Source: an optimization exercise on an open RTL-to-GDS flow (aim: small area, a short achievable clock period and few clock cycles). Production flows keep margins and buffers that such runs may drop. Function was checked by simulation only, so behaviour that the tests miss may differ from the original. Power and IR drop assume default switching activity.

== the reference run ==
==> flow/design.v <==
module RISC_processor(
    input clk,
    input Reset,
    output [31:0] PC,
    input [31:0] InstructionCode,
    output RegWriteEn,
    output [4:0] RegWriteNum,
    output [31:0] RegWriteData
    );
reg [29:0] pc_q;
always @(posedge clk or negedge Reset)
    if (!Reset) pc_q <= 30'd0;
    else        pc_q <= pc_q + 30'd1;
assign PC = {pc_q, 2'b00};
reg        d_v;                          
reg [31:0] ir;
always @(posedge clk or negedge Reset)
    if (!Reset) d_v <= 1'b0;
    else        d_v <= 1'b1;
always @(posedge clk)
    ir <= InstructionCode;
wire [31:0] ins = ir;
wire [5:0] op  = ins[31:26];
wire [4:0] rd  = ins[25:21];
wire [4:0] rs1 = ins[20:16];
wire [4:0] rs2 = ins[15:11];
wire [4:0] sh  = ins[10:6];
wire [5:0] fn  = ins[5:0];
wire is_r  = (op == 6'b000000);
wire is_li = (op == 6'b111111);
wire f_sll = is_r && (fn == 6'b000000);
wire f_srl = is_r && (fn == 6'b000010);
wire f_and = is_r && (fn == 6'b100100);
wire f_or  = is_r && (fn == 6'b100101);
wire f_sub = is_r && (fn == 6'b100010);
wire use_rs2 = is_r && fn[5];
wire [31:0] imm   = {{10{ins[21]}}, ins[21:0]};
wire [31:0] shamt = {{27{sh[4]}}, sh};
reg        e_we;                         
reg [4:0]  e_rd;
reg [31:0] e_an, e_bn;                   
reg        e_fa, e_fb;                   
reg        e_add, e_sub, e_and, e_or, e_sll, e_srl, e_li;
reg [3:0]  e_sh;
reg        w_we;
reg [4:0]  w_rd;
reg [31:0] w_data;
reg [31:0] f_data;                       
localparam [14*32-1:0] INITS = {
    32'd15, 32'd10, 32'd30, 32'd0, 32'd30, 32'd20, 32'd5,
    32'd50, 32'd15, 32'd10, 32'd10, 32'd40, 32'd20, 32'd0};
wire [31:0]   res;
wire [1023:0] rf_q;
wire [31:0]   wsel;
reg  [13:0]   dflt;
genvar gi, gb;
generate
for (gi = 0; gi < 32; gi = gi + 1) begin : R
    reg  [31:0] q;
    wire [31:0] d;
    assign wsel[gi] = e_we && (e_rd == gi);
    wire nsel = !wsel[gi];
    for (gb = 0; gb < 32; gb = gb + 1) begin : B
        rf_hold u(.q(q[gb]), .w(res[gb]), .en(wsel[gi]), .nen(nsel), .d(d[gb]));
    end
    always @(posedge clk)
        q <= d;
    assign rf_q[gi*32 +: 32] = q;
end
endgenerate
always @(posedge clk or negedge Reset)
    if (!Reset) dflt <= 14'h3fff;
    else        dflt <= dflt & ~wsel[13:0];
wire [31:0] s1, s2;       
wire [13:0] c1, c2;       
generate
for (gi = 0; gi < 32; gi = gi + 1) begin : S
    wire h1 = (rs1 == gi);
    wire h2 = use_rs2  && (rs2 == gi);
    if (gi < 14) begin : D
        assign s1[gi] = h1 && !dflt[gi];
        assign s2[gi] = h2 && !dflt[gi];
        assign c1[gi] = h1 && dflt[gi];
        assign c2[gi] = h2 && dflt[gi];
    end else begin : N
        assign s1[gi] = h1;
        assign s2[gi] = h2;
    end
end
endgenerate
wire [31:0] bconst = (is_li ? imm : 32'd0) | ((is_r && !fn[5]) ? shamt : 32'd0);
wire [31:0] rf_an, rf_bn;
generate
for (gb = 0; gb < 32; gb = gb + 1) begin : P
    wire [31:0] col;
    wire [13:0] cm;
    for (gi = 0; gi < 32; gi = gi + 1) begin : C
        assign col[gi] = rf_q[gi*32 + gb];
        if (gi < 14) begin : I
            assign cm[gi] = INITS[gi*32 + gb];
        end
    end
    rf_rdbit ua(.s(s1), .d(col), .cn(!(|(c1 & cm))), .yn(rf_an[gb]));
    rf_rdbit ub(.s(s2), .d(col), .cn(!((|(c2 & cm)) | bconst[gb])), .yn(rf_bn[gb]));
end
endgenerate
always @(posedge clk or negedge Reset)
    if (!Reset) e_we <= 1'b0;
    else        e_we <= d_v && (is_r || is_li);
always @(posedge clk) begin
    e_rd  <= rd;
    e_sh  <= sh[3:0];
    e_an  <= rf_an;
    e_bn  <= rf_bn;
    e_fa  <= e_we && !is_li && (e_rd == rs1);
    e_fb  <= e_we && use_rs2 && (e_rd == rs2);
    e_sub <= f_sub;
    e_and <= f_and;
    e_or  <= f_or;
    e_sll <= f_sll && !sh[4];
    e_srl <= f_srl && !sh[4];
    e_li  <= is_li;
    e_add <= !(f_sll || f_srl || f_and || f_or || is_li);
end
wire [31:0] a = e_fa ? f_data : ~e_an;
wire [31:0] b = e_fb ? f_data : ~e_bn;
wire [31:0] sum;
alu_add32 add(.a(e_sub ? ~a : a), .b(b), .s(sum));
function [31:0] rev32(input [31:0] x);
    integer r;
    for (r = 0; r < 32; r = r + 1) rev32[r] = x[31 - r];
endfunction
wire [31:0] shx = (e_sll ? rev32(a) : a) >> e_sh;
wire [31:0] shl = rev32(shx);
wire [31:0] shr = shx;
wire [31:0] rest = ({32{e_and}} & (a & b))
                 | ({32{e_or }} & (a | b))
                 | ({32{e_sll}} & shl)
                 | ({32{e_srl}} & shr)
                 | ({32{e_li }} & b);
wire e_pos = e_add && !e_sub;
genvar gr;
generate
for (gr = 0; gr < 32; gr = gr + 1) begin : RS
    alu_res u(.sum(sum[gr]), .pos(e_pos), .neg(e_sub), .rest(rest[gr]), .y(res[gr]));
end
endgenerate
always @(posedge clk or negedge Reset)
    if (!Reset) w_we <= 1'b0;
    else        w_we <= e_we;
always @(posedge clk) begin
    w_rd   <= e_rd;
    w_data <= res;
    f_data <= res;
end
assign RegWriteEn   = w_we;
assign RegWriteNum  = w_rd;
assign RegWriteData = w_data;
endmodule
module rf_hold(input q, input w, input en, input nen, output d);
assign d = (q & nen) | (w & en);
endmodule
module rf_aoi222(input a1, input b1, input a2, input b2, input a3, input b3, output y);
assign y = ~((a1 & b1) | (a2 & b2) | (a3 & b3));
endmodule
module rf_aoi22(input a1, input b1, input a2, input b2, output y);
assign y = ~((a1 & b1) | (a2 & b2));
endmodule
module rf_rdbit(input [31:0] s, input [31:0] d, input cn, output yn);
wire [10:0] g;
genvar j;
generate
for (j = 0; j < 10; j = j + 1) begin : G
    rf_aoi222 u(.a1(s[3*j]), .b1(d[3*j]), .a2(s[3*j+1]), .b2(d[3*j+1]),
                .a3(s[3*j+2]), .b3(d[3*j+2]), .y(g[j]));
end
endgenerate
rf_aoi22 u10(.a1(s[30]), .b1(d[30]), .a2(s[31]), .b2(d[31]), .y(g[10]));
assign yn = (&g) & cn;
endmodule
module alu_res(input sum, input pos, input neg, input rest, output y);
assign y = (sum & pos) | (!sum & neg) | rest;
endmodule
module alu_pg(input a, input b, output p, output g);
assign p = a ^ b;
assign g = a & b;
endmodule
module alu_ao(input g1, input t1, input g0, output g);
assign g = g1 | (t1 & g0);
endmodule
module alu_aa(input t1, input t0, output t);
assign t = t1 & t0;
endmodule
module alu_xor(input a, input b, output y);
assign y = a ^ b;
endmodule
module alu_add32(input [31:0] a, input [31:0] b, output [31:0] s);
wire [31:0] p, g0;
wire [31:0] gl [0:5];
wire [31:0] tl [0:5];
genvar l, i;
generate
for (i = 0; i < 32; i = i + 1) begin : PG
    alu_pg u(.a(a[i]), .b(b[i]), .p(p[i]), .g(g0[i]));
end
assign gl[0] = g0;
assign tl[0] = p;
for (l = 0; l < 5; l = l + 1) begin : L
    for (i = 0; i < 32; i = i + 1) begin : B
        if (i & (1 << l)) begin : C
            alu_ao ug(.g1(gl[l][i]), .t1(tl[l][i]), .g0(gl[l][((i >> l) << l) - 1]), .g(gl[l+1][i]));
            if ((i >> (l + 1)) != 0) begin : T
                alu_aa ut(.t1(tl[l][i]), .t0(tl[l][((i >> l) << l) - 1]), .t(tl[l+1][i]));
            end else begin : NT
                assign tl[l+1][i] = 1'b0;
            end
        end else begin : P
            assign gl[l+1][i] = gl[l][i];
            assign tl[l+1][i] = tl[l][i];
        end
    end
end
assign s[0] = p[0];
for (i = 1; i < 32; i = i + 1) begin : S
    alu_xor x(.a(p[i]), .b(gl[5][i-1]), .y(s[i]));
end
endgenerate
endmodule
export LEC_CHECK = 0
export ABC_CLOCK_PERIOD_IN_PS = 4000
export CAP_MARGIN = 20
export CELL_PAD_IN_SITES_DETAIL_PLACEMENT = 1
export CELL_PAD_IN_SITES_GLOBAL_PLACEMENT = 1
export CORE_MARGIN = 2
export CORE_UTILIZATION = 35
export PLACE_DENSITY = 0.45
export SLEW_MARGIN = 20
export SYNTH_HIERARCHICAL = 1
create_clock -name core_clock -period 14.0 [get_ports {clk}]
standard.sh (not shown) runs the stock make flow with config.mk's settings and CLKGATE_MAP_FILE= SYNTH_SCRIPT=/design/flow/synth_recipe.tcl, a recipe that flattens the netlist after the stock synthesis.
==> flow/flow/run.sh <==
#!/bin/bash
# Layout: the standard flow (standard.sh) with its unchanged synthesis and
# the design's SDC. The setup repair steps are asked to keep a larger slack
# margin, so that they work on paths well below the design's clock period.
# Ports are buffered (as the standard flow does) with buf_4 cells.
set -euo pipefail
bash standard.sh SETUP_SLACK_MARGIN=10 TNS_END_PERCENT=0 \
  "BUFFER_PORTS_ARGS=-buffer_cell sky130_fd_sc_hd__buf_4" finish > flow_make.log 2>&1
Testbench counts of the reference run, summed over its fixed seeds: cycles 64,096.
diff inputs: the reference run => the trial run
diff --git a/flow/design.v b/flow/design.v
--- a/flow/design.v
+++ b/flow/design.v
@@ -40,5 +40,4 @@
 reg [4:0]  e_rd;
 reg [31:0] e_an, e_bn;                   
-reg        e_fa, e_fb;                   
 reg        e_add, e_sub, e_and, e_or, e_sll, e_srl, e_li;
 reg [3:0]  e_sh;
@@ -46,5 +45,4 @@
 reg [4:0]  w_rd;
 reg [31:0] w_data;
-reg [31:0] f_data;                       
 localparam [14*32-1:0] INITS = {
     32'd15, 32'd10, 32'd30, 32'd0, 32'd30, 32'd20, 32'd5,
@@ -111,8 +109,6 @@
     e_rd  <= rd;
     e_sh  <= sh[3:0];
-    e_an  <= rf_an;
-    e_bn  <= rf_bn;
-    e_fa  <= e_we && !is_li && (e_rd == rs1);
-    e_fb  <= e_we && use_rs2 && (e_rd == rs2);
+    e_an  <= (e_we && (e_rd == rs1)) ? ~res : rf_an;
+    e_bn  <= (e_we && use_rs2 && (e_rd == rs2)) ? ~res : rf_bn;
     e_sub <= f_sub;
     e_and <= f_and;
@@ -123,6 +119,6 @@
     e_add <= !(f_sll || f_srl || f_and || f_or || is_li);
 end
-wire [31:0] a = e_fa ? f_data : ~e_an;
-wire [31:0] b = e_fb ? f_data : ~e_bn;
+wire [31:0] a = ~e_an;
+wire [31:0] b = ~e_bn;
 wire [31:0] sum;
 alu_add32 add(.a(e_sub ? ~a : a), .b(b), .s(sum));
@@ -152,5 +148,4 @@
     w_rd   <= e_rd;
     w_data <= res;
-    f_data <= res;
 end
 assign RegWriteEn   = w_we;
--- outcome ---
Taking the reference run as the reference, in the trial run number of sequential storage elements comparable, placed cell count now smaller. Portion of the post-synthesis area used by sequential elements (higher): the trial run. Compared with the reference run, the trial run shows a higher critical path depth. Between the trial run and the reference run, the proportion of power drawn by the clock network is lower for the reference run. | multi-input combinational cell count | the trial run vs the reference run | 35 lower |. Looking at total length of routed wires across the trial run and the reference run, the one that comes out lower is the trial run. Compared with the reference run, the trial run shows a higher global-route usage.
Testbench counts of the trial run, summed over its fixed seeds: cycles 64,096.

[separate check: timing with driven ports]
In the flow no input, the clock included, has a driving cell. The finished layouts below were timed again as built, in two steps. Step 1: set_driving_cell puts a clkbuf_16 on clk and a buf_2 on each other input, an assumption about the parent block. Step 2 times the ports against the registers' clock, not the clock port: input delays grow and output delays shrink by t, the midpoint of the rising clock arrivals with the driver on. a / b / c = ideal / step 1 / step 2; a / b = the first two.
run | shift t [ns] | slack for setup (ns) | worst setup path at the end | slew at the worst register clock pin (ns) | worst data-port slew with drivers (ns)
the reference run | 0.853 | 9.743 / 9.720 / 9.743 | register to register | 0.07 / 0.07 | 0.08
the trial run | 0.865 | 9.751 / 9.705 / 9.751 | register to register | 0.07 / 0.07 | 0.05
After both steps every run listed still meets setup and hold.
